What follows belongs to an exercise in optimizing a design on an open flow for small area; a production flow would make more cautious choices. In this exercise RTL edits were held to simulation tests only and were not proved equivalent to the original.

==> flow/design.v (outline; a module is shown in full before it is edited, if it fits) <==
// module mc6809i: 2245 lines
module mc6809i
#(
    parameter ILLEGAL_INSTRUCTIONS="GHOST"
)
(
    input   [7:0]  D,
    output  [7:0]  DOut,
    output  [15:0] ADDR,
    output  RnW,
    input   clk,
    output  BS,
    output  BA,
    input   nIRQ,
    input   nFIRQ,
    input   nNMI,
    output  AVMA,
    output  BUSY,
    output  LIC,
    input   nHALT,
    input   nRESET,
    input   nDMABREQ
);
  // ...
==> flow/run.sh <==
#!/bin/bash
# synth_recipe.tcl (not shown) runs the flow's synth.tcl, then flattens the netlist and writes it again
# the make line also repeats each setting of config.mk as NAME=value (left out here)
make -C /OpenROAD-flow-scripts/flow DESIGN_CONFIG=/design/flow/config.mk WORK_HOME=/design/flow/orfs CLKGATE_MAP_FILE= SYNTH_SCRIPT=/design/flow/synth_recipe.tcl finish
==> flow/config.mk <==
export PLATFORM = sky130hd
export DESIGN_NAME = mc6809i
export DESIGN_NICKNAME = mc6809i
export VERILOG_FILES = /design/flow/design.v
export SDC_FILE = /design/flow/constraint.sdc
export NUM_CORES = 4
export LEC_CHECK = 0
export CAP_MARGIN = 20
export CORE_MARGIN = 2
export CORE_UTILIZATION = 30
export PLACE_DENSITY = 0.45
export SLEW_MARGIN = 20
==> flow/constraint.sdc <==
create_clock -name core_clock -period 24.0 [get_ports {clk}]
set_input_delay 4.8000 -clock core_clock [delete_from_list [all_inputs] [get_ports {clk}]]
set_output_delay 4.8000 -clock core_clock [all_outputs]
set_load 0.01 [all_outputs]
==> flow_metrics.py, run 1 <==
metrics = {
    "clock_tree": {
        "cts_resized": 0,
        "htree_levels": 4,
        "cts.sinks": 176,
    },
    "logic_synthesis": {
        "syn_inst": 2795,
        "yosysTopAreaCell": "edfxtp_1",
        "synth_top_flop_cell": "edfxtp_1",
        "async_flop_share_pct": 0,
        "seq_area_frac_synth_pct": 24.2,
    },
    "detailed_routing": {
        "viasPerCell": 6.98,
    },
    "worst_hold_path": {
        "min_path_type": "reg -> reg",
    },
    "worst_setup_path": {
        "crit_start": "D[6]",
        "reg2regPathDepth": 37,
        "cp_top_family": "adder cells",
        "rrSetupSlack_ns": 9.74,
        "slowest_delay_ns": 0.88,
    },
    "place": {
        "placed_cells": 3667,
    },
    "timing": {
        "finalHoldViolCount": 0,
        "slew_headroom_pct": 15.0,
        "holdWs_ns": 0.333,
    },
    "grt": {
        "use_met2_pct": 58.7,
        "met1_usage_pct": 48.4,
    },
    "finish": {
        "fin_util_pct": 33.6,
        "seq_cells": 176,
        "seq_area_um2": 5080,
        "buf_share_pct": 5.64,
        "antennaDiodeCount": 4,
    },
    "status": {
        "status": "complete, no violations",
    },
}
==> run 2, diff against run 1 <==
--- a/flow/design.v
+++ b/flow/design.v
@@ -34,19 +34,16 @@
 reg     [7:0]   Inst1;
 reg     [7:0]   Inst2;       
 reg             InstPage2;
 reg             InstPage3;
 reg     [5:0]   st;          
 reg     [1:0]   ns;          
 reg     [2:0]   ity;         
 reg             fhi;         
-reg             fu;          
-reg             flic;        
-reg             frti;        
 reg     rnRESET;
 reg     NMILatched;
 reg     NMISample2;
 reg     NMIMask;
 reg     IRQSample2;
 reg     IRQLatched;
 reg     FIRQSample2;
 reg     FIRQLatched;
@@ -690,24 +687,23 @@
 localparam Y_SI   = 4'd10;
 localparam Y_EA   = 4'd11;
 localparam Y_CORR = 4'd12;
 localparam Y_MUL  = 4'd13;
 localparam RS_ADD = 2'd0;
 localparam RS_L   = 2'd1;
 localparam RS_DD  = 2'd2;
 localparam RS_MUL = 2'd3;
-localparam AO_XI    = 2'd0;
-localparam AO_XO    = 2'd1;
-localparam AO_CONST = 2'd2;
-localparam AO_PC    = 2'd3;
-localparam XI_PC = 2'd0;
-localparam XI_S  = 2'd1;
-localparam XI_U  = 2'd2;
-localparam XI_EA = 2'd3;
+localparam AO_XI    = 1'b0;
+localparam AO_XO    = 1'b1;
+localparam XI_PC = 3'd0;
+localparam XI_S  = 3'd1;
+localparam XI_U  = 3'd2;
+localparam XI_EA = 3'd3;
+localparam XI_K  = 3'd4;
 localparam XD_P1 = 2'd0;
 localparam XD_P2 = 2'd1;
 localparam XD_M1 = 2'd2;
 localparam XD_0  = 2'd3;
 localparam ES_R   = 2'd0;
 localparam ES_XO  = 2'd1;
 localparam ES_X16 = 2'd2;
 localparam F_NONE = 3'd0;
@@ -832,27 +828,27 @@
     endcase
 end
 endfunction
 wire [3:0] a16code = code16(ALU16Reg);
 wire [3:0] st16code = code16(StoreRegisterNum);
 wire [3:0] idxcode  = (IndexedRegister == IDX_REG_PC) ? RC_PC : code16(IndexedRegister);
 wire       idxpc    = (IndexedRegister == IDX_REG_PC);
 wire [3:0] acode    = IsTargetRegA ? RC_A : RC_B;
-reg  [1:0]  ao;
+reg         ao;
 reg  [2:0]  vidx;
 reg         vlo;
-reg  [1:0]  xisel;
+reg  [2:0]  xisel;
 reg  [1:0]  xd;
 reg         rnw;
 reg         dhi;
 reg         bs, ba, avma, busy, lic;
 reg  [4:0]  rb;
 reg         xdsel;
-reg         ix, iy, cin;
+reg         iy, cin;
 reg  [3:0]  ysel;
 reg  [1:0]  rsel;
 reg  [4:0]  aop;         
 reg         alu8;        
 reg  [3:0]  wp;          
 reg         whi, wlo;
 reg         pc_inc, s_xo, u_xo;
 reg         ea_hi_we, ea_lo_we;
@@ -919,23 +915,26 @@
 wire [3:0] exD2 = D[3:0];
 wire       exDs = (exD1 == RC_S) ^ (exD2 == RC_S);
 wire [3:0] exDq = (exD1 == RC_S) ? exD2 : exD1;
 wire [3:0] exI1 = Inst2[7:4];
 wire [3:0] exI2 = Inst2[3:0];
 wire       exIs = (exI1 == RC_S) ^ (exI2 == RC_S);
 wire [3:0] exIq = (exI1 == RC_S) ? exI2 : exI1;
 wire ity_hw   = (ity == IV_NMI) | (ity == IV_IRQ) | (ity == IV_FIRQ);
+wire fu   = (ns == NS_FETCH) & Inst1[1] & ~Inst1[3];      
+wire flic = (ns == NS_IRQ) & ity_hw;                      
+wire frti = Inst1[3];                                     
 always @(*)
 begin
-    ao = AO_CONST; vidx = 3'b111; vlo = 1'b1;
-    xisel = XI_PC; xd = XD_P1;
+    ao = AO_XI; vidx = 3'b111; vlo = 1'b1;
+    xisel = XI_K; xd = XD_P1;
     rnw = 1'b1; dhi = 1'b0;
     bs = 1'b0; ba = 1'b0; avma = 1'b1; busy = 1'b0; lic = 1'b0;
-    rb = RB_ZERO; xdsel = 1'b0; ix = 1'b0; iy = 1'b0; cin = 1'b0;
+    rb = RB_ZERO; xdsel = 1'b0; iy = 1'b0; cin = 1'b0;
     ysel = Y_ZERO; rsel = RS_ADD;
     aop = ALU8Op; alu8 = 1'b0;
     wp = RC_NO; whi = 1'b1; wlo = 1'b1;
     pc_inc = 1'b0; s_xo = 1'b0; u_xo = 1'b0;
     ea_hi_we = 1'b0; ea_lo_we = 1'b0; ea_src = ES_R;
     fop = F_NONE; f_sub = 1'b0;
     set_e = 1'b0; clr_e = 1'b0; set_f = 1'b0; set_i = 1'b0;
     rst_regs = 1'b0; a_clr = 1'b0;
@@ -962,18 +961,20 @@
     begin
         bs = 1'b1;
         lic = 1'b1;
         rsel = RS_DD; ysel = Y_SD; wp = RC_PC; whi = 1'b0;
         st_n = S_FETCH_I1;
     end
     S_FETCH_I1:
     begin
-        ao = AO_XI;
+        ao = AO_XI; xisel = XI_PC;
         i1_we = 1'b1;
+        rb = {1'b0, RC_S};                   
+        ea_hi_we = 1'b1; ea_lo_we = 1'b1;
         if (~DMABREQLatched)
         begin
             avma = 1'b0;
             i2op = I2_0F;
             bs = 1'b1; ba = 1'b1; lic = 1'b1;
             st_n = S_DMABREQ;
         end
         else if (~HALTLatched)
@@ -1003,27 +1004,27 @@
             if ((MappedInstruction == 8'h10) | (MappedInstruction == 8'h11))
                 st_n = S_FETCH_I1V2;
             else
                 st_n = S_FETCH_I2;
         end
     end
     S_FETCH_I1V2:
     begin
-        ao = AO_XI;
+        ao = AO_XI; xisel = XI_PC;
         pc_inc = 1'b1;
         i1_we = 1'b1;
         if ((MappedInstruction == 8'h10) | (MappedInstruction == 8'h11))
             st_n = S_FETCH_I1V2;
         else
             st_n = S_FETCH_I2;
     end
     S_FETCH_I2:
     begin
-        ao = AO_XI;
+        ao = AO_XI; xisel = XI_PC;
         pc_inc = 1'b1;
         i2op = I2_D;
         st_n = S_FETCH_I1;
         case (AddrModeType)
         TYPE_INDEXED:
             st_n = S_INDEXED_BASE;
         TYPE_EXTENDED:
         begin
@@ -1034,153 +1035,155 @@
         begin
             rb = RB_DPH; xdsel = 1'b1;           
             ea_hi_we = 1'b1; ea_lo_we = 1'b1;
             avma = 1'b0;
             st_n = S_JMPCHK;
         end
         TYPE_INHERENT:
         begin
-            if (IsOneByteInstruction(Inst1))
-                pc_inc = 1'b0;
-            if (Inst1 == OPCODE_INH_NOP)
-                lic = 1'b1;
-            else if (Inst1 == OPCODE_INH_DAA)
-            begin
-                rb = {1'b0, RC_A}; ysel = Y_CORR;
-                wp = RC_A; fop = F_DAA;
-                lic = 1'b1;
-            end
-            else if (Inst1 == OPCODE_INH_SYNC)
-            begin
-                lic = 1'b1; avma = 1'b0;
-                st_n = S_SYNC;
-            end
-            else if (Inst1 == OPCODE_INH_MUL)
-            begin
-                rb = {1'b0, RC_D};                   
-                ea_hi_we = 1'b1; ea_lo_we = 1'b1;
-                a_clr = 1'b1;
-                i2op = I2_0F;
-                avma = 1'b0;
-                st_n = S_MUL;
-            end
-            else if (Inst1 == OPCODE_INH_RTS)
-                st_n = S_RTS_HI;
-            else if (Inst1 == OPCODE_INH_RTI)
-            begin
-                i2op = I2_01;
-                fl_we = 1'b1; fl_v = 4'b0001;
-                ns_n = NS_FETCH;
-                st_n = S_PUL;
-            end
-            else if (Inst1 == OPCODE_INH_SWI)
-            begin
-                ity_n = InstPage2 ? IV_SWI2 : IV_SWI;
-                st_n = S_INT_START;
-            end
-            else if (Inst1 == OPCODE_INH_CWAI)
-            begin
-                rb = {1'b0, RC_CC}; aop = ALUOP_AND; rsel = RS_L;
-                wp = RC_CC; set_e = 1'b1;
-                st_n = S_CWAI;
-            end
-            else if (Inst1 == OPCODE_INH_SEX)
-            begin
-                ysel = Y_SB; wp = RC_D; fop = F_LD16;
-                lic = 1'b1;
-            end
-            else if (Inst1 == OPCODE_INH_ABX)
-            begin
-                rb = {1'b0, RC_X}; ysel = Y_ZB; wp = RC_X;
-                avma = 1'b0;
-                st_n = S_DONE;
-            end
-            else
+            if (Inst1[6])
             begin
                 rb = {1'b0, acode}; alu8 = 1'b1; fop = F_ALU8;
                 if (ALU8Writeback)
                     wp = acode;
                 lic = 1'b1;
+                pc_inc = 1'b0;
+            end
+            else
+            begin
+                pc_inc = 1'b0;
+                casez ({Inst1[5], Inst1[3:0]})
+                5'b0_0010:                           
+                    lic = 1'b1;
+                5'b0_1001:                           
+                begin
+                    rb = {1'b0, RC_A}; ysel = Y_CORR;
+                    wp = RC_A; fop = F_DAA;
+                    lic = 1'b1;
+                end
+                5'b0_0011:                           
+                begin
+                    lic = 1'b1; avma = 1'b0;
+                    st_n = S_SYNC;
+                end
+                5'b0_1101:                           
+                begin
+                    ysel = Y_SB; wp = RC_D; fop = F_LD16;
+                    lic = 1'b1;
+                end
+                5'b1_1101:                           
+                begin
+                    rb = {1'b0, RC_D};               
+                    ea_hi_we = 1'b1; ea_lo_we = 1'b1;
+                    a_clr = 1'b1;
+                    i2op = I2_0F;
+                    avma = 1'b0;
+                    st_n = S_MUL;
+                end
+                5'b1_1001:                           
+                    st_n = S_RTS_HI;
+                5'b1_1011:                           
+                begin
+                    i2op = I2_01;
+                    fl_we = 1'b1;
+                    ns_n = NS_FETCH;
+                    st_n = S_PUL;
+                end
+                5'b1_1111:                           
+                begin
+                    ity_n = InstPage2 ? IV_SWI2 : IV_SWI;
+                    st_n = S_INT_START;
+                end
+                5'b1_1100:                           
+                begin
+                    pc_inc = 1'b1;
+                    rb = {1'b0, RC_CC}; aop = ALUOP_AND; rsel = RS_L;
+                    wp = RC_CC; set_e = 1'b1;
+                    st_n = S_CWAI;
+                end
+                default:                             
+                begin
+                    rb = {1'b0, RC_X}; ysel = Y_ZB; wp = RC_X;
+                    avma = 1'b0;
+                    st_n = S_DONE;
+                end
+                endcase
             end
         end
         TYPE_IMMEDIATE:
         begin
-            if (IsSpecialImmediate)
+            if (~Inst1[7])               
             begin
-                if ((Inst1 == OPCODE_IMM_ANDCC) | (Inst1 == OPCODE_IMM_ORCC))
+                if (Inst1[5])            
+                begin
+                    fl_we = 1'b1;
+                    ns_n = NS_FETCH;
+                    avma = 1'b0;
+                    st_n = S_PP_DC1;
+                end
+                else if (~Inst1[2] | ~Inst1[1])      
                 begin
                     rb = {1'b0, RC_CC}; rsel = RS_L;
                     aop = Inst1[1] ? ALUOP_OR : ALUOP_AND;
                     wp = RC_CC;
                     st_n = S_CC_DC;
                 end
-                else if (Inst1 == OPCODE_IMM_TFR)
+                else if (Inst1[0])       
                 begin
                     rb = {1'b0, exD1}; cin = (exD1 == RC_PC);
                     wp = exD2;
                     avma = 1'b0;
                     st_n = S_TFR1;
                 end
-                else if (Inst1 == OPCODE_IMM_EXG)
+                else                     
                 begin
                     if (exDs)
                     begin
                         rb = {1'b0, exDq}; cin = (exDq == RC_PC);
                         wp = RC_S;
-                        ao = AO_PC;
-                        xisel = XI_S; xd = XD_0;
-                        ea_src = ES_XO; ea_hi_we = 1'b1; ea_lo_we = 1'b1;
-                        pc_inc = 1'b0;
                     end
                     else
                     begin
                         rb = {1'b0, exD1}; cin = (exD1 == RC_PC);
                         ea_hi_we = 1'b1; ea_lo_we = 1'b1;
                     end
                     avma = 1'b0;
                     st_n = S_EXG1;
                 end
-                else     
-                begin
-                    fl_we = 1'b1; fl_v = {1'b0, Inst1[1], 2'b00};
-                    ns_n = NS_FETCH;
-                    avma = 1'b0;
-                    st_n = S_PP_DC1;
-                end
             end
-            else if (Is8BitInst)
+            else if ((Inst1[3:0] != 4'h3) & (Inst1[3:0] != 4'h7) & ~(Inst1[3] & Inst1[2]))   
             begin
                 rb = {1'b0, acode}; alu8 = 1'b1; fop = F_ALU8;
                 if (ALU8Writeback)
                     wp = acode;
                 lic = 1'b1;
             end
             else if (IsALU16Opcode)
                 st_n = S_IMM16_LO;
         end
         TYPE_RELATIVE:
         begin
             rsel = RS_DD; ea_hi_we = 1'b1;
-            if (InstPage2 | (Inst1 == INST_LBRA) | (Inst1 == INST_LBSR))
+            if (InstPage2 | (Inst1[7:1] == 7'b0001011))      
                 st_n = S_LBRA_OFFLO;
             else
             begin
                 avma = 1'b0;
                 st_n = S_BRA_DC;
             end
         end
         default:
         begin
         end
         endcase
     end
     S_LBRA_OFFLO:
     begin
-        ao = AO_XI;
+        ao = AO_XI; xisel = XI_PC;
         pc_inc = 1'b1;
         ysel = Y_SD; ea_lo_we = 1'b1;
         avma = 1'b0;
         st_n = S_LBRA_DC;
     end
     S_LBRA_DC:
     begin
         if (TakeBranch)
@@ -1222,25 +1225,23 @@
             if (TakeBranch)
                 wp = RC_PC;
             lic = 1'b1;
             st_n = S_FETCH_I1;
         end
     end
     S_BSR_DC1:
     begin
-        ao = AO_XI; xisel = XI_EA;
+        ao = AO_XI; xisel = XI_EA; xd = XD_0; pc_inc = 1'b1;
+        rb = {1'b0, RC_PC}; ea_hi_we = 1'b1; ea_lo_we = 1'b1;
         avma = 1'b0;
         st_n = S_JSR_DC;
     end
     S_JSR_DC:
     begin
-        ysel = Y_EA; wp = RC_PC;
-        xisel = XI_PC; xd = XD_0;
-        ea_src = ES_XO; ea_hi_we = 1'b1; ea_lo_we = 1'b1;
         st_n = S_RET_LO;
     end
     S_RET_LO:
     begin
         ao = AO_XO; xisel = XI_S; xd = XD_M1; s_xo = 1'b1;
         rnw = 1'b0; rb = RB_EA;
         st_n = S_RET_HI;
     end
@@ -1252,17 +1253,16 @@
         st_n = S_FETCH_I1;
     end
     S_EXG1:
     begin
         avma = 1'b0;
         if (exIs)
         begin
             ysel = Y_EA; wp = exIq;      
-            pc_inc = 1'b1;
         end
         else
         begin
             rb = {1'b0, exI2}; wp = exI1;
         end
         st_n = S_EXG2;
     end
     S_EXG2:
@@ -1304,17 +1304,17 @@
     begin
         ao = AO_XI; xisel = XI_S; xd = XD_P1; s_xo = 1'b1;
         rsel = RS_DD; ysel = Y_SD; wp = RC_PC; whi = 1'b0;
         avma = 1'b0;
         st_n = S_DONE;
     end
     S_IMM16_LO:
     begin
-        ao = AO_XI;
+        ao = AO_XI; xisel = XI_PC;
         pc_inc = 1'b1;
         ysel = Y_ID;
         if (ALU16Opcode == ALUOP16_LD)
         begin
             fop = F_LD16;
             lic = 1'b1;
             st_n = S_FETCH_I1;
         end
@@ -1340,89 +1340,104 @@
             lic = 1'b1;
             st_n = S_FETCH_I1;
         end
         else
             st_n = S_ALU_EA;
     end
     S_ALU_EA:
     begin
-        if (IsALU8Set1(Inst1))
-        begin
-            ao = AO_XI; xisel = XI_EA;
-            rb = {1'b0, acode}; alu8 = 1'b1; fop = F_ALU8;
-            if (ALU8Writeback)
-                wp = acode;
-            lic = 1'b1;
-            st_n = S_FETCH_I1;
-        end
-        else if (IsStore8)
-        begin
-            ao = AO_XI; xisel = XI_EA;
-            rnw = 1'b0;
-            rb = {1'b0, acode}; aop = ALUOP_TST; alu8 = 1'b1; fop = F_ALU8;
-            lic = 1'b1;
-            st_n = S_FETCH_I1;
-        end
-        else if (IsALU16Opcode & (ALU16Opcode == ALUOP16_LD))
-        begin
-            ao = AO_XI; xisel = XI_EA;
-            ea_src = ES_XO; ea_hi_we = 1'b1; ea_lo_we = 1'b1;
-            rsel = RS_DD; wp = a16code; wlo = 1'b0;
-            busy = 1'b1;
-            st_n = S_LD16_LO;
-        end
-        else if (IsStore16)
-        begin
-            ao = AO_XI; xisel = XI_EA;
-            ea_src = ES_XO; ea_hi_we = 1'b1; ea_lo_we = 1'b1;
-            rb = {1'b0, st16code}; dhi = 1'b1;
-            fop = F_LD16;
-            rnw = 1'b0;
-            busy = 1'b1;
-            st_n = S_ST16_LO;
-        end
-        else if (IsALU8Set0(Inst1))
+        ao = AO_XI; xisel = XI_EA;
+        if (~Inst1[7])
         begin
-            ao = AO_XI; xisel = XI_EA;
-            xdsel = 1'b1; alu8 = 1'b1; fop = F_ALU8;
-            i2op = I2_R;
-            avma = 1'b0;
-            if (ALU8Op == ALUOP_TST)
-                st_n = S_TFR3;
-            else
+            if (Inst1[4] & ~Inst1[6])            
             begin
-                busy = 1'b1;
-                st_n = S_ALU_DC;
+                ao = AO_XI; xisel = XI_K;
+                if (ALU16Opcode == ALUOP16_LEA)
+                begin
+                    ysel = Y_EA; wp = a16code;
+                    if (~Inst1[1])               
+                        fop = F_LEAZ;
+                end
+                lic = 1'b1;
+                st_n = S_FETCH_I1;
+            end
+            else                                 
+            begin
+                xdsel = 1'b1; alu8 = 1'b1; fop = F_ALU8;
+                i2op = I2_R;
+                avma = 1'b0;
+                if (ALU8Op == ALUOP_TST)
+                    st_n = S_TFR3;
+                else
+                begin
+                    busy = 1'b1;
+                    st_n = S_ALU_DC;
+                end
             end
         end
-        else if (IsALU16Opcode && (ALU16Opcode != ALUOP16_LD) && ((Inst1 < 8'H30) || (Inst1 > 8'H33)))
-        begin
-            ao = AO_XI; xisel = XI_EA;
-            ea_src = ES_XO; ea_hi_we = 1'b1; ea_lo_we = 1'b1;
-            i2op = I2_D;
-            busy = 1'b1;
-            st_n = S_ALU16_LO;
-        end
-        else if ((Inst1 == 8'H9D) || (Inst1 == 8'HAD) || (Inst1 == 8'HBD))
-        begin
-            ao = AO_XI; xisel = XI_EA;
-            avma = 1'b0;
-            st_n = S_JSR_DC;
-        end
-        else if ((Inst1 >= 8'H30) && (Inst1 <= 8'H33))
+        else
         begin
-            if (ALU16Opcode == ALUOP16_LEA)
+            case (Inst1[3:0])
+            4'h7:                                
             begin
-                ysel = Y_EA; wp = a16code;
-                if ((ALU16Reg == ALU16_REG_X) | (ALU16Reg == ALU16_REG_Y))
-                    fop = F_LEAZ;
+                rnw = 1'b0;
+                rb = {1'b0, acode}; aop = ALUOP_TST; alu8 = 1'b1; fop = F_ALU8;
+                lic = 1'b1;
+                st_n = S_FETCH_I1;
             end
-            lic = 1'b1;
-            st_n = S_FETCH_I1;
+            4'hD, 4'hF:
+            begin
+                if (~Inst1[6] & ~Inst1[1])       
+                begin
+                    xd = XD_0; pc_inc = 1'b1;
+                    rb = {1'b0, RC_PC}; ea_hi_we = 1'b1; ea_lo_we = 1'b1;
+                    avma = 1'b0;
+                    st_n = S_JSR_DC;
+                end
+                else                             
+                begin
+                    ea_src = ES_XO; ea_hi_we = 1'b1; ea_lo_we = 1'b1;
+                    rb = {1'b0, st16code}; dhi = 1'b1;
+                    fop = F_LD16;
+                    rnw = 1'b0;
+                    busy = 1'b1;
+                    st_n = S_ST16_LO;
+                end
+            end
+            4'h3, 4'hC, 4'hE:
+            begin
+                if (IsALU16Opcode)
+                begin
+                    ea_src = ES_XO; ea_hi_we = 1'b1; ea_lo_we = 1'b1;
+                    busy = 1'b1;
+                    if (ALU16Opcode == ALUOP16_LD)   
+                    begin
+                        rsel = RS_DD; wp = a16code; wlo = 1'b0;
+                        i2op = I2_D;
+                        st_n = S_LD16_LO;
+                    end
+                    else
+                    begin
+                        i2op = I2_D;
+                        st_n = S_ALU16_LO;
+                    end
+                end
+                else
+                    xisel = XI_K;                        
+            end
+            default:                             
+            begin
+                rb = {1'b0, acode}; alu8 = 1'b1; fop = F_ALU8;
+                if (ALU8Writeback)
+                    wp = acode;
+                lic = 1'b1;
+                st_n = S_FETCH_I1;
+            end
+            endcase
         end
     end
     S_ALU_DC:
     begin
         busy = 1'b1;
         st_n = S_ALU_WB;
     end
     S_ALU_WB:
@@ -1430,17 +1445,17 @@
         ao = AO_XI; xisel = XI_EA;
         rnw = 1'b0; rb = RB_I2;
         lic = 1'b1;
         st_n = S_FETCH_I1;
     end
     S_LD16_LO:
     begin
         ao = AO_XI; xisel = XI_EA;
-        rb = {1'b0, a16code}; xdsel = 1'b1;      
+        ysel = Y_ID;                             
         wp = a16code; whi = 1'b0;
         fop = F_LD16;
         lic = 1'b1;
         st_n = S_FETCH_I1;
     end
     S_ST16_LO:
     begin
         ao = AO_XI; xisel = XI_EA;
@@ -1460,25 +1475,25 @@
         end
         if (ALU16OpWriteback)
             wp = a16code;
         avma = 1'b0;
         st_n = S_DONE;
     end
     S_EXT_ADDRLO:
     begin
-        ao = AO_XI;
+        ao = AO_XI; xisel = XI_PC;
         pc_inc = 1'b1;
         ysel = Y_SD; ea_lo_we = 1'b1;
         avma = 1'b0;
         st_n = S_JMPCHK;
     end
     S_INDEXED_BASE:
     begin
-        ao = AO_XI;
+        ao = AO_XI; xisel = XI_PC;
         rb = {1'b0, idxcode};
         case (IndexedMode)
             IDX_MODE_NOOFFSET:
             begin
                 ea_hi_we = 1'b1; ea_lo_we = 1'b1;
                 if (IndexedIndirect)
                     st_n = S_INDIRECT_HI;
                 else if (InstIsJMP)
@@ -1583,25 +1598,25 @@
             lic = 1'b1;
             st_n = S_FETCH_I1;
         end
         else
             st_n = S_ALU_EA;
     end
     S_IDX16_LO:
     begin
-        ao = AO_XI;
+        ao = AO_XI; xisel = XI_PC;
         pc_inc = 1'b1;
         rb = {1'b0, idxcode}; cin = idxpc; ysel = Y_ED;
         ea_hi_we = 1'b1; ea_lo_we = 1'b1;
         st_n = S_OFF16_DC1;
     end
     S_OFF16_DC1:
     begin
-        ao = AO_XI;
+        ao = AO_XI; xisel = XI_PC;
         avma = 1'b0;
         st_n = S_OFF16_DC2;
     end
     S_OFF16_DC0:
     begin
         avma = 1'b0;
         st_n = S_OFF16_DC2;
     end
@@ -1612,35 +1627,35 @@
     end
     S_PC16OFF_DC:
     begin
         avma = 1'b0;
         st_n = S_IDXCHK;
     end
     S_DOFF_DC1:
     begin
-        ao = AO_XO; xd = XD_P1;
+        ao = AO_XO; xisel = XI_PC; xd = XD_P1;
         st_n = S_DOFF_DC2;
     end
     S_DOFF_DC2:
     begin
-        ao = AO_XO; xd = XD_P2;
+        ao = AO_XO; xisel = XI_PC; xd = XD_P2;
         avma = 1'b0;
         st_n = S_OFF16_DC2;
     end
     S_EXTIND_LO:
     begin
-        ao = AO_XI;
+        ao = AO_XI; xisel = XI_PC;
         pc_inc = 1'b1;
         ysel = Y_SD; ea_lo_we = 1'b1;
         st_n = S_EXTIND_DC;
     end
     S_EXTIND_DC:
     begin
-        ao = AO_XI;
+        ao = AO_XI; xisel = XI_PC;
         if (IndexedIndirect)
             st_n = S_INDIRECT_HI;
         else if (InstIsJMP)
         begin
             ysel = Y_EA; wp = RC_PC;
             lic = 1'b1;
             st_n = S_FETCH_I1;
         end
@@ -1689,21 +1704,20 @@
     S_PSH_DC3:
     begin
         ao = AO_XI; xisel = Inst1[1] ? XI_U : XI_S;
         st_n = S_PSH;
     end
     S_PSH:
     begin
         lic = flic;
-        xisel = fu ? XI_U : XI_S; xd = XD_M1;
         i2mask = 1'b1; i2mask_v = psh_next;
         if (Inst2 != 8'h00)
         begin
-            ao = AO_XO;
+            ao = AO_XO; xisel = fu ? XI_U : XI_S; xd = XD_M1;
             s_xo = ~fu; u_xo = fu;
             rnw = 1'b0;
             rb = {1'b0, stkcode(pshbit, fu)};
             dhi = psh16 & fhi;
             fhi_tog = psh16;
         end
         if (psh_next == 8'h00)
         begin
@@ -1742,17 +1756,17 @@
         else
         begin
             lic = 1'b1;
             st_n = S_FETCH_I1;
         end
     end
     S_INT_START:
     begin
-        ao = AO_XI;
+        ao = AO_XI; xisel = XI_PC;
         avma = (ity != IV_NMI);
         i2op = (ity == IV_FIRQ) ? I2_81 : I2_FF;
         fl_we = 1'b1; fl_v = {2'b00, ity_hw, 1'b0};
         ns_n = NS_IRQ;
         if (ity == IV_FIRQ)
             clr_e = 1'b1;
         else
             set_e = 1'b1;
@@ -1783,23 +1797,23 @@
         rsel = RS_DD; ysel = Y_SD; wp = RC_PC; whi = 1'b0;
         set_i = (ity != IV_SWI2);
         set_f = (ity == IV_NMI) | (ity == IV_SWI) | (ity == IV_FIRQ);
         lic = 1'b1;
         st_n = S_DONE;
     end
     S_CC_DC:
     begin
-        ao = AO_XI;
+        ao = AO_XI; xisel = XI_PC;
         lic = 1'b1;
         st_n = S_FETCH_I1;
     end
     S_CWAI:
     begin
-        ao = AO_XI;
+        ao = AO_XI; xisel = XI_PC;
         i2op = I2_FF;
         fl_we = 1'b1; fl_v = 4'b0000;
         ns_n = NS_CWAI;
         avma = 1'b0;
         st_n = S_IRQ_DC;
     end
     S_CWAI_POST:
     begin
@@ -1861,17 +1875,17 @@
         st_n = S_FETCH_I1;
     end
     endcase
     if (alu8)
     begin
         if (aop[4])
             ysel = Y_SD;
         case (aop)
-            ALUOP_NEG: begin ix = 1'b1; cin = 1'b1; end
+            ALUOP_NEG: begin rb = RB_ZERO; ysel = xdsel ? Y_SD : (acode == RC_A) ? Y_SA : Y_SB; xdsel = 1'b0; iy = 1'b1; cin = 1'b1; end
             ALUOP_DEC: begin iy = 1'b1; end
             ALUOP_INC: begin cin = 1'b1; end
             ALUOP_SUB, ALUOP_CMP: begin iy = 1'b1; cin = 1'b1; end
             ALUOP_SBC: begin iy = 1'b1; cin = ~cc[CC_C_BIT]; end
             ALUOP_ADC: begin cin = cc[CC_C_BIT]; end
             default: begin end
         endcase
         case (aop)
@@ -1897,17 +1911,17 @@
         {1'b0, RC_CC}: RB = {8'hFF, cc};
         {1'b0, RC_DP}: RB = {8'hFF, dp};
         RB_EA:         RB = ea;
         RB_DPH:        RB = {dp, 8'h00};
         RB_I2:         RB = {8'h00, Inst2};
         default:       RB = 16'h0000;
     endcase
 end
-wire [7:0]  P   = xdsel ? D : RB[7:0];
+wire [7:0]  P   = RB[7:0] | ({8{xdsel}} & D);      
 wire [15:0] X16 = {RB[15:8], P};
 wire daa_hi = cc[CC_C_BIT] | (a[7:4] > 4'H9) | ((a[7:4] > 4'H8) & (a[3:0] > 4'H9));
 wire daa_lo = cc[CC_H_BIT] | (a[3:0] > 4'H9);
 wire [7:0] corr = {1'b0, daa_hi, daa_hi, 1'b0, 1'b0, daa_lo, daa_lo, 1'b0};
 reg [15:0] Y16;
 always @(*)
 begin
     case (ysel)
@@ -1922,17 +1936,17 @@
         Y_S5:   Y16 = {{11{Inst2[4]}}, Inst2[4:0]};
         Y_SI:   Y16 = {{8{Inst2[7]}}, Inst2};
         Y_EA:   Y16 = ea;
         Y_CORR: Y16 = {8'h00, corr};
         Y_MUL:  Y16 = {ea[15:8] & {8{b[0]}}, 8'h00};
         default: Y16 = 16'h0000;
     endcase
 end
-wire [15:0] ax = X16 ^ {16{ix}};
+wire [15:0] ax = X16;
 wire [15:0] ay = Y16 ^ {16{iy}};
 wire [16:0] ac;
 wire [15:0] Radd;
 assign ac[0] = cin;
 genvar gi;
 generate
     for (gi = 0; gi < 16; gi = gi + 1)
     begin : addbit
@@ -1968,46 +1982,37 @@
         RS_MUL:  R = {ac[16], Radd[15:1]};
         default: R = Radd;
     endcase
 end
 reg [15:0] XI;
 always @(*)
 begin
     case (xisel)
+        XI_PC:   XI = pc;
         XI_S:    XI = s;
         XI_U:    XI = u;
         XI_EA:   XI = ea;
-        default: XI = pc;
+        default: XI = {12'hFFF, vidx, vlo};
     endcase
 end
 wire        xdn = (xd == XD_M1);
 wire [16:0] xc;
 wire [15:0] XO;
 assign xc[0] = (xd == XD_P1) | (xd == XD_M1);
 assign XO[0] = XI[0] ^ xc[0];
 assign xc[1] = (xd == XD_P2) | (xc[0] & (XI[0] ^ xdn));
 generate
     for (gi = 1; gi < 16; gi = gi + 1)
     begin : incbit
         assign XO[gi] = XI[gi] ^ xc[gi];
         assign xc[gi+1] = xc[gi] & (XI[gi] ^ xdn);
     end
 endgenerate
-reg [15:0] addr_o;
-always @(*)
-begin
-    case (ao)
-        AO_XI:   addr_o = XI;
-        AO_XO:   addr_o = XO;
-        AO_PC:   addr_o = pc;
-        default: addr_o = {12'hFFF, vidx, vlo};
-    endcase
-end
-assign ADDR = addr_o;
+assign ADDR = ao ? XO : XI;
 assign RnW  = rnw;
 assign DOut = dhi ? RB[15:8] : RB[7:0];
 assign BS   = bs;
 assign BA   = ba;
 assign AVMA = avma;
 assign BUSY = busy;
 assign LIC  = lic;
 wire z8  = (R[7:0] == 8'h00);
@@ -2156,47 +2161,32 @@
         s <= s_d;
         cc <= cc_f;
         if (rst_regs | a_clr)
             a <= 8'h00;
         else if (wp_d & whi)
             a <= R[15:8];
         else if (wp_a & wlo)
             a <= R[7:0];
-        if (rst_regs)
-            b <= 8'h00;
-        else if ((wp_d | wp_b) & wlo)
+        if (rst_regs | ((wp_d | wp_b) & wlo))
             b <= R[7:0];
-        if (rst_regs)
-            dp <= 8'h00;
-        else if (wp_dp & wlo)
+        if (rst_regs | (wp_dp & wlo))
             dp <= R[7:0];
-        if (rst_regs)
-            x <= 16'h0000;
-        else if (wp_x)
-        begin
-            if (whi) x[15:8] <= R[15:8];
-            if (wlo) x[7:0]  <= R[7:0];
-        end
-        if (rst_regs)
-            y <= 16'h0000;
-        else if (wp_y)
-        begin
-            if (whi) y[15:8] <= R[15:8];
-            if (wlo) y[7:0]  <= R[7:0];
-        end
-        if (rst_regs)
-            u <= 16'h0000;
-        else if (wp_u)
-        begin
-            if (whi) u[15:8] <= R[15:8];
-            if (wlo) u[7:0]  <= R[7:0];
-        end
-        else if (u_xo)
-            u <= XO;
+        if (rst_regs | (wp_x & whi))
+            x[15:8] <= R[15:8];
+        if (rst_regs | (wp_x & wlo))
+            x[7:0]  <= R[7:0];
+        if (rst_regs | (wp_y & whi))
+            y[15:8] <= R[15:8];
+        if (rst_regs | (wp_y & wlo))
+            y[7:0]  <= R[7:0];
+        if (rst_regs | (wp_u & whi) | u_xo)
+            u[15:8] <= (rst_regs | wp_u) ? R[15:8] : XO[15:8];
+        if (rst_regs | (wp_u & wlo) | u_xo)
+            u[7:0]  <= (rst_regs | wp_u) ? R[7:0] : XO[7:0];
         if (wp_pc)
         begin
             if (whi) pc[15:8] <= R[15:8];
             if (wlo) pc[7:0]  <= R[7:0];
         end
         else if (pc_inc)
             pc <= XO;
         if (ea_hi_we)
@@ -2228,17 +2218,17 @@
                 I2_FF:  Inst2 <= 8'hFF;
                 I2_81:  Inst2 <= 8'h81;
                 I2_01:  Inst2 <= 8'h01;
                 I2_0F:  Inst2 <= 8'h0F;
                 I2_DEC: Inst2[3:0] <= Inst2[3:0] - 4'h1;
                 default: begin end
             endcase
         if (fl_we)
-            {fhi, fu, flic, frti} <= fl_v;
+            fhi <= 1'b0;
         else if (fhi_tog)
             fhi <= ~fhi;
     end
     else
     begin
         st <= S_RESET;
         NMIMask <= 1'b1;
     end
==> flow/config.mk (replaced) <==
export PLATFORM = sky130hd
export DESIGN_NAME = mc6809i
export DESIGN_NICKNAME = mc6809i
export VERILOG_FILES = /design/flow/design.v
export SDC_FILE = /design/flow/constraint.sdc
export NUM_CORES = 4
export LEC_CHECK = 0
export ABC_AREA = 1
export CAP_MARGIN = 20
export CORE_MARGIN = 2
export CORE_UTILIZATION = 55
export CTS_BUF_LIST = sky130_fd_sc_hd__clkbuf_4 sky130_fd_sc_hd__clkbuf_8
export PLACE_DENSITY = 0.65
export SLEW_MARGIN = 20
==> run 2 against run 1 <==
Against the previous run: design area down 11%; non-clock buffer count decreased by 82; still clean; clock skew grew 0.0021 ns; die area fell by 49%.
==> flow_metrics.py, run 2 <==
metrics = {
    "logic_synthesis": {
        "syn_inst": 3064,
        "synthMostInstantiatedCell": "nand2_1",
        "synthTopCellsByCount": "nand2_1, inv_1, nor2_1",
        "synth_top_area_share_pct": 23.7,
        "yosysTopAreaCell": "edfxtp_1",
        "synthDistinctLibCells": 79,
        "ys_ff_latch": 173,
        "seq_area_frac_synth_pct": 25.9,
        "synthTopCellsByArea": "edfxtp_1, nand2_1, inv_1",
        "synth_top_flop_cell": "edfxtp_1",
        "async_flop_share_pct": 0,
        "syn_avg_cell_area_um2": 6.28,
        "yosysWarnings": 1,
        "synth_edf_count": 152,
        "synth_nets": 3118,
        "synth_area_um2": 19200,
    },
    "place": {
        "hpwlAfterDp_um": 81100,
        "place_area_um2": 20100,
        "place_congestion": 1.31,
        "port_buffers": 44,
    },
    "worst_setup_path": {
        "cp_slowest_cell": "clkdlybuf4s50_1",
        "rrSetupSlack_ns": 10.61,
        "r2r-end": "NMILatched",
        "r2r_start": "Inst1[0]",
        "crit_top_cell": "fa_1",
        "cp_top_family": "adder cells",
        "worstSetupStartpointType": "input pin",
        "required_ns": 24.50,
        "cp.arrival_ns": 16.03,
        "cp_num_buf_inv": 11,
        "crit_fanout": 16,
        "slowest_delay_ns": 0.93,
        "crit_path_end_kind": "flip-flop",
        "reg2regPathDepth": 54,
        "worstSetupPathType": "in -> reg",
    },
    "finish": {
        "layout_common_cells": "nand2_1, inv_1, nor2_1",
        "layout_commonest_cell": "nand2_1",
        "final_nets": 3128,
        "multi_input_area_um2": 12200,
        "n_fill_cell": 3427,
        "final_area_um2": 20500,
        "drive_above_1_share_pct": 7.16,
        "seq_area_um2": 4990,
        "synthToLayoutAreaGrowth_pct": 6.75,
    },
    "timing": {
        "rsz0062_at_grt": "no",
        "tightest_slew_ns": 1.29,
        "skew_ns": 0.0268,
        "slew_headroom_pct": 14.0,
        "period_share_pct": 64.7,
        "setup_violations": 0,
        "maxSlewViolCount": 0,
        "finalHoldViolCount": 0,
        "fin_crit_ns": 15.53,
        "timing.setup.tns_ns": 0,
        "max_freq_mhz": 64.4,
    },
    "grt": {
        "grt_start_max_net_pins": 32,
        "grt_util_met3_pct": 30.8,
        "grt_pass1_vias": 23600,
        "use_met2_pct": 80.9,
        "met1_usage_pct": 65.8,
        "busiest_layer": "met2",
        "antenna_found_initial": 7,
        "track_usage_pct": 58.8,
        "grt_overflow": 0,
        "grt_pass1_wl_um": 155000,
    },
    "detailed_routing": {
        "firstDrtPassIters": 12,
        "drt-total-wl_um": 108000,
        "route.vias.total": 25700,
        "drtIter0Drc": 5572,
        "viasPerCell": 7.23,
        "drc": 0,
        "wire_per_inst_um": 30.3,
        "antenna_left": 0,
    },
    "die": {
        "die_y_um": 191,
        "die_w_um": 191,
        "dieArea_um2": 36500,
        "pin_count": 45,
        "coreArea_um2": 34500,
        "num_rows": 68,
        "start_util_pct": 55.7,
    },
    "flow_run": {
        "maxCapViolations": 0,
    },
    "worst_hold_path": {
        "min_path_type": "reg -> reg",
        "min_path_cells": 0,
        "min_from": "IRQSample2",
        "hold_end": "IRQLatched",
    },
    "clock_tree": {
        "worstSkewPairLatency_ns": 0.56,
        "cts_tree": "done",
        "cts-root-buf": "clkbuf_8",
        "cts-buffers-inserted": 17,
        "htree_levels": 4,
        "cts_max_path_buffers": 2,
        "cts.sinks": 173,
        "cts_hold_buffers": 0,
        "cts_resized": 0,
        "cts.clk_slew.worst_paths_ns": 0.10,
        "cts_setup_buffers": 0,
    },
    "status": {
        "status": "complete, no violations",
    },
}
run 2: cell types whose count changed in the layout (fill, tap and decap cells not counted), moves of 39 or more:
cell / delta
inv_2: +39
o21ai_0: +56
nor2_1: +46
nor2b_1: -42
nand3_1: +98
a21oi_1: -69
buf_4: -85
nand2_1: +491
inv_1: +332
run 2: metal layers:
metal  up-vias  wire [um]  share of wire, %
li1      10400          -                 -
met1     11500      34000                32
met2      2799      41300                38
met3       920      19500                18
met4         2      12600                12
met5         -         12             0.011
run 2: layout make-up:
class                   instances  share of cell area [%]
clock buffers                  20                    1.28
clock inverters                12                   0.786
well taps                     455                    2.77
inverters                     447                    8.19
multi-input cells            2358                    59.3
diodes                          8                  0.0974
flip-flops and latches        173                    24.3
repair buffers                 77                    3.35
run 2: how the worst max path moves through the flow:
stage	start	endpoint	cells after the start
after floorplan	D[7]	NMILatched	49
after global placement	D[7]	NMILatched	50
after detailed placement	D[7]	NMILatched	50
after CTS	D[7]	NMILatched	51
after global routing	D[7]	NMILatched	51
final	D[4]	NMILatched	51
run 2: cells by family after synthesis:
family / synth area share [%]
simple gates: 38.2
xor+xnor: 1.32
fa+ha+maj: 3.16
buf+inv: 11.0
compound gates: 20.4
mux: 0.117
flops: 25.9
run 2: through the flow:
stage | worst slack, ns | hold slack (ns) | instances | utilization [%]
after floorplan | 9.94 | 0.310 | 3064 | -
after global placement | 8.61 | 0.314 | 3506 | 58.1
after detailed placement | 8.36 | 0.326 | 3506 | 58.1
after CTS | 8.89 | 0.359 | 3538 | 59.3
after global routing | 8.02 | 0.361 | 3543 | 59.4
final | 8.47 | 0.357 | 3550 | 59.5
==> run 3, diff against run 2 <==
--- a/flow/config.mk
+++ b/flow/config.mk
@@ -8,7 +8,6 @@
 export ABC_AREA = 1
 export CAP_MARGIN = 20
 export CORE_MARGIN = 2
-export CORE_UTILIZATION = 55
-export CTS_BUF_LIST = sky130_fd_sc_hd__clkbuf_4 sky130_fd_sc_hd__clkbuf_8
-export PLACE_DENSITY = 0.65
+export CORE_UTILIZATION = 30
+export PLACE_DENSITY = 0.45
 export SLEW_MARGIN = 20
==> run 3 against run 2 <==
Against the previous run: global-route usage is 20 points lower; largest cell class unchanged; flip-flop and latch count unchanged; highest routed layer is now met4; sequential share of layout area shrank 0.91 points; register-to-register slack better by 0.38 ns; clock skew decreased by 0.0016 ns; non-clock buffer count is 17 higher; critical endpoint unchanged; utilization decreased by 26 points; still clean; clock-buffer cell count is 3 lower; synthesized area unchanged.
==> flow_metrics.py, run 3 <==
metrics = {
    "status": {
        "status": "complete, no violations",
    },
    "detailed_routing": {
        "antenna_left": 0,
        "firstDrtPassIters": 6,
        "route.vias.total": 23900,
        "drtIter0Drc": 2995,
        "viasPerCell": 6.05,
        "drt-total-wl_um": 130000,
        "wire_per_inst_um": 32.9,
        "drc": 0,
    },
    "logic_synthesis": {
        "synth_top_area_share_pct": 23.7,
        "synth_area_um2": 19200,
        "syn_inst": 3064,
        "synthMostInstantiatedCell": "nand2_1",
        "ys_ff_latch": 173,
        "syn_avg_cell_area_um2": 6.28,
        "async_flop_share_pct": 0,
        "yosysTopAreaCell": "edfxtp_1",
        "synthTopCellsByArea": "edfxtp_1, nand2_1, inv_1",
        "synthDistinctLibCells": 79,
        "synth_edf_count": 152,
        "synthTopCellsByCount": "nand2_1, inv_1, nor2_1",
        "synth_top_flop_cell": "edfxtp_1",
        "synth_nets": 3118,
        "yosysWarnings": 1,
        "seq_area_frac_synth_pct": 25.9,
    },
    "grt": {
        "grt_pass1_vias": 22600,
        "track_usage_pct": 38.4,
        "grt_pass1_wl_um": 179000,
        "grt_start_max_net_pins": 31,
        "grt_overflow": 0,
        "antenna_found_initial": 2,
    },
    "worst_setup_path": {
        "worstSetupPathType": "in -> reg",
        "slowest_delay_ns": 0.79,
        "r2r_start": "Inst1[1]",
        "crit_fanout": 16,
        "cp_slowest_cell": "clkdlybuf4s50_1",
        "crit_top_cell": "fa_1",
        "cp_top_family": "adder cells",
        "worstSetupStartpointType": "input pin",
        "crit_path_end_kind": "flip-flop",
        "rrSetupSlack_ns": 10.99,
        "cp.arrival_ns": 16.33,
        "crit_start": "D[7]",
        "cp_num_buf_inv": 12,
        "required_ns": 24.45,
    },
    "finish": {
        "antennaDiodeCount": 0,
        "layout_common_cells": "nand2_1, inv_1, nor2_1",
        "synthToLayoutAreaGrowth_pct": 10.9,
        "layout_commonest_cell": "nand2_1",
        "final_nets": 3145,
        "drive_above_1_share_pct": 7.77,
        "n_fill_cell": 7119,
    },
    "die": {
        "dieArea_um2": 66200,
        "num_rows": 92,
        "die_y_um": 257,
        "coreArea_um2": 63200,
        "pin_count": 45,
        "start_util_pct": 30.5,
        "die_w_um": 257,
    },
    "timing": {
        "rsz0062_at_grt": "no",
        "skew_ns": 0.0252,
        "max_freq_mhz": 63.0,
        "timing.setup.tns_ns": 0,
        "holdWs_ns": 0.330,
        "setup_violations": 0,
        "maxSlewViolCount": 0,
        "tightest_slew_ns": 1.32,
        "period_share_pct": 66.2,
        "slew_headroom_pct": 11.8,
        "finalHoldViolCount": 0,
        "fin_crit_ns": 15.88,
        "setup_slack_ns": 8.12,
    },
    "place": {
        "port_buffers": 44,
        "place_congestion": 1.02,
        "hpwlAfterDp_um": 107000,
        "pre_cts_ws_ns": 7.73,
    },
    "clock_tree": {
        "worstSkewPairLatency_ns": 0.51,
        "cts_resized": 0,
        "cts-root-buf": "clkbuf_16",
        "cts_max_path_buffers": 2,
        "cts-buffers-inserted": 17,
        "cts_tree": "done",
        "htree_levels": 4,
        "cts.clk_slew.worst_paths_ns": 0.08,
        "cts.sinks": 173,
        "cts_hold_buffers": 0,
        "cts_setup_buffers": 0,
    },
    "worst_hold_path": {
        "min_path_type": "reg -> reg",
        "min_from": "FIRQSample2",
    },
    "flow_run": {
        "maxCapViolations": 0,
    },
}
[run 3: cell counts after synthesis]
Identical to the previous run, type by type.
[run 3: cells by family (layout without fill, tap and decap cells)]
logic type	Yosys count	after routing	share of synthesized area (%)
buffers and inverters	533	572	11.0
adders and majority gates	39	39	3.16
AOI/OAI and AO/OA	634	634	20.4
DFF	173	173	25.9
xor gates and xnor gates	29	29	1.32
and+or+nand+nor	1654	1654	38.2
muxes	2	2	0.117
[run 3: final cells by class]
class | instances | area [um2] | area share [%]
inverter | 447 | 1680 | 7.89
multi-input combinational | 2358 | 12200 | 57.2
clock buffer | 17 | 425 | 1.99
clock inverter | 14 | 175 | 0.821
sequential | 173 | 4990 | 23.4
tap | 846 | 1060 | 4.96
timing repair buffer | 94 | 816 | 3.82
[run 3: per-stage QoR]
stage          cell area (um2)  instances  utilization, %
3_5_place_dp             20700       3918            32.8
3_3_place_gp             20700       3918            32.8
4_1_cts                  21300       3949            33.8
2_1_floorplan            19200       3064               -
5_1_grt                  21300       3949            33.8
6_report                 21300       3949            33.8
[run 3: per-layer routing]
metal / vias to the layer above / wire length (um) / global-route usage, %
li1: 10500 / - / -
met1: 11700 / 51400 / 48.2
met2: 1392 / 58200 / 60.7
met3: 346 / 10300 / 6.39
met4: 0 / 10100 / 25.6
met5: - / 0 / 0
[run 3: final timing paths]
path                            depth (start not counted)          end
worst min-delay path                                    0  FIRQLatched
worst max register to register                         53   NMILatched
worst min register to register                          0  FIRQLatched
worst max-delay path                                   52   NMILatched
==> run 4, diff against run 3 <==
==> flow/flow/run.sh (new file) <==
#!/bin/bash
set -euo pipefail
W=$(pwd)
cat > "$W/my_synth.tcl" <<EOT
proc abc {args} {
  set i [lsearch \$args -script]
  if {\$i >= 0} { lset args [expr {\$i+1}] $W/flow/abc_area2.script }
  yosys abc {*}\$args
}
source $W/synth_recipe.tcl
EOT
sed "s|SYNTH_SCRIPT=[^ ]*|SYNTH_SCRIPT=$W/my_synth.tcl|" standard.sh > my_standard.sh
grep -q "SYNTH_SCRIPT=$W/my_synth.tcl" my_standard.sh
bash my_standard.sh > flow_make.log 2>&1
==> flow/flow/abc_area2.script (new file) <==
strash
ifraig
scorr
dc2
strash
dch -f
amap
topo
==> flow/standard.sh (new file) <==
#!/bin/bash
# synth_recipe.tcl (not shown) runs the flow's synth.tcl, then flattens the netlist and writes it again
# the make line also repeats each setting of config.mk as NAME=value (left out here)
make -C /OpenROAD-flow-scripts/flow DESIGN_CONFIG=/design/flow/config.mk WORK_HOME=/design/flow/orfs CLKGATE_MAP_FILE= SYNTH_SCRIPT=/design/flow/synth_recipe.tcl "${@:-finish}"
removed: flow/run.sh
==> run 4 against run 3 <==
Against the previous run: clock skew fell by 0.0060 ns; critical path depth is 10 lower; worst setup slack worse by 2.9 ns; critical endpoint unchanged; via count decreased by 8.7%; final cell count fell by 21%; clock-buffer cell count unchanged; largest cell class unchanged; critical path type unchanged.
==> flow_metrics.py, run 4 <==
metrics = {
    "clock_tree": {
        "cts_tree": "done",
        "cts_max_path_buffers": 2,
        "htree_levels": 4,
        "cts_hold_buffers": 0,
        "cts-buffers-inserted": 17,
        "cts_setup_buffers": 0,
        "worstSkewPairLatency_ns": 0.51,
        "cts-root-buf": "clkbuf_16",
        "cts.sinks": 173,
        "cts_resized": 0,
        "cts.clk_slew.worst_paths_ns": 0.08,
    },
    "worst_setup_path": {
        "cp_slowest_cell": "a221oi_1",
        "worstSetupStartpointType": "input pin",
        "cp.arrival_ns": 19.24,
        "worstSetupPathType": "in -> reg",
        "crit_fanout": 12,
        "crit_top_cell": "fa_1",
        "crit_path_end_kind": "flip-flop",
        "rrSetupSlack_ns": 5.82,
        "slowest_delay_ns": 0.79,
        "required_ns": 24.42,
    },
    "finish": {
        "layout_commonest_cell": "nor2_1",
        "drive_above_1_share_pct": 6.37,
        "layout_common_cells": "nor2_1, clkinv_1, o21ai_0",
        "final_nets": 2460,
        "synthToLayoutAreaGrowth_pct": 17.4,
    },
    "logic_synthesis": {
        "ys_ff_latch": 173,
        "synth_top_area_share_pct": 28.1,
        "synth_area_um2": 16300,
        "yosysTopAreaCell": "edfxtp_1",
        "seq_area_frac_synth_pct": 30.7,
        "yosysWarnings": 1,
        "async_flop_share_pct": 0,
        "syn_avg_cell_area_um2": 7.27,
        "synth_nets": 2291,
        "synth_top_flop_cell": "edfxtp_1",
        "synthMostInstantiatedCell": "nor2_1",
        "synthTopCellsByArea": "edfxtp_1, nor2_1, clkinv_1",
        "syn_inst": 2237,
        "synthDistinctLibCells": 55,
        "synthTopCellsByCount": "nor2_1, clkinv_1, o21ai_0",
        "synth_edf_count": 152,
    },
    "timing": {
        "max_freq_mhz": 53.1,
        "period_share_pct": 78.4,
        "rsz0062_at_grt": "no",
        "setup_violations": 0,
        "tightest_slew_ns": 1.32,
        "fin_crit_ns": 18.82,
        "timing.setup.tns_ns": 0,
        "skew_ns": 0.0192,
        "slew_headroom_pct": 11.2,
        "maxSlewViolCount": 0,
        "setup_slack_ns": 5.18,
        "finalHoldViolCount": 0,
    },
    "detailed_routing": {
        "drtIter0Drc": 4198,
        "antenna_left": 0,
        "firstDrtPassIters": 9,
        "drc": 0,
        "wire_per_inst_um": 38.1,
        "drt-total-wl_um": 119000,
        "viasPerCell": 7.01,
        "route.vias.total": 21800,
    },
    "grt": {
        "grt_pass1_wl_um": 163000,
        "grt_pass1_vias": 19600,
        "track_usage_pct": 41.6,
        "antenna_found_initial": 10,
        "grt_start_max_net_pins": 34,
        "grt_overflow": 0,
    },
    "die": {
        "dieArea_um2": 56100,
        "coreArea_um2": 53700,
        "num_rows": 85,
        "die_y_um": 237,
        "pin_count": 45,
        "die_w_um": 237,
        "start_util_pct": 30.3,
    },
    "place": {
        "place_congestion": 1.09,
        "pre_cts_ws_ns": 5.03,
        "hpwlAfterDp_um": 96600,
        "port_buffers": 44,
    },
    "worst_hold_path": {
        "min_path_type": "reg -> reg",
    },
    "flow_run": {
        "maxCapViolations": 0,
    },
    "status": {
        "status": "complete, no violations",
    },
}
## run 4: changes by cell type after synthesis, sizes merged, moves of 46 or more
| cell | before | now |
|---|---|---|
| clkbuf | 55 | 0 |
| clkinv | 6 | 340 |
| inv | 441 | 0 |
| nand2 | 815 | 130 |
| nand3 | 225 | 40 |
| nor2 | 410 | 456 |
| o21ai | 246 | 159 |
| o221ai | 9 | 56 |
| o22ai | 35 | 120 |
## run 4: cells by family after synthesis
group | count (synthesis) | share of synthesized area (%)
AOI/OAI and AO/OA | 774 | 32.7
adders and majority gates | 39 | 3.74
buffers and inverters | 343 | 7.92
DFF | 173 | 30.7
and+or+nand+nor | 908 | 25.0
## run 4: layout make-up
cell class / count / area, um2
repair buffers: 153 / 1260
fillers: 5796 / 34600
flip-flops and latches: 173 / 4980
clock buffers: 17 / 425
well taps: 696 / 871
inverters: 340 / 1280
diodes: 1 / 2.50
multi-input cells: 1721 / 10100
clock inverters: 15 / 198
## run 4: worst max-delay path: cells and delay by family
family	cells	cell delay, ns
compound gates	14	5.07
simple gates	6	1.68
fa+ha+maj	14	5.51
buf+inv	8	2.16
## run 4: path summary, 6_finish.rpt
check	startpoint	cells past startpoint	to
setup reg to reg	Inst1[4]	52	NMILatched
hold / removal	IRQSample2	0	IRQLatched
setup / recovery	D[7]	42	NMILatched
hold reg to reg	IRQSample2	0	IRQLatched
## run 4: layer usage
metal  GRT usage [%]  part of all wire (%)  vias up
met2            60.0                    41     1813
met5               0                 0.083        -
li1                -                     -     8948
met4            22.0                   6.4       14
met3            11.4                    12      384
met1            56.3                    40    10700
## run 4: stage by stage
stage	hold slack (ns)	cell area (um2)	instances	utilization, %
3_3_place_gp	0.312	18400	3081	34.3
4_1_cts	0.336	19100	3114	35.5
5_1_grt	0.338	19100	3115	35.5
3_5_place_dp	0.317	18400	3082	34.3
6_report	0.333	19100	3116	35.5
2_1_floorplan	0.310	16300	2237	-

[static timing again, ports no longer ideal]
The flow's constraints put no driver on any port. The routed layouts listed below were extracted and timed again, unchanged, in two steps. Step 1 (the two cells are an assumption about what drives the block):
set clk [get_ports {clk}]
set_driving_cell -lib_cell sky130_fd_sc_hd__clkbuf_16 $clk
set_driving_cell -lib_cell sky130_fd_sc_hd__buf_2 [delete_from_list [all_inputs] $clk]
Step 2 times the ports against the registers' clock, not the clock port: input delays grow and output delays shrink by t, the midpoint of the rising clock arrivals with the driver on. a / b / c = ideal / step 1 / step 2; a / b = the first two.
run | shift t [ns] | setup WS [ns] | worst setup path after step 2 | worst data-port slew with drivers (ns) | pins driven straight from the clock port
run 1 | 0.567 | 6.851 / 6.896 / 6.329 | input to register | 0.07 | 1
run 2 | 0.608 | 8.474 / 8.510 / 7.902 | input to register | 0.05 | 1
run 3 | 0.569 | 8.121 / 8.169 / 7.601 | input to register | 0.05 | 1
run 4 | 0.568 | 5.181 / 5.223 / 4.655 | input to register | 0.06 | 1
After both steps every run listed still meets setup and hold. The setup slack of run 2, which loses most, moves by +0.036 ns with the drivers and by -0.572 ns with both steps.
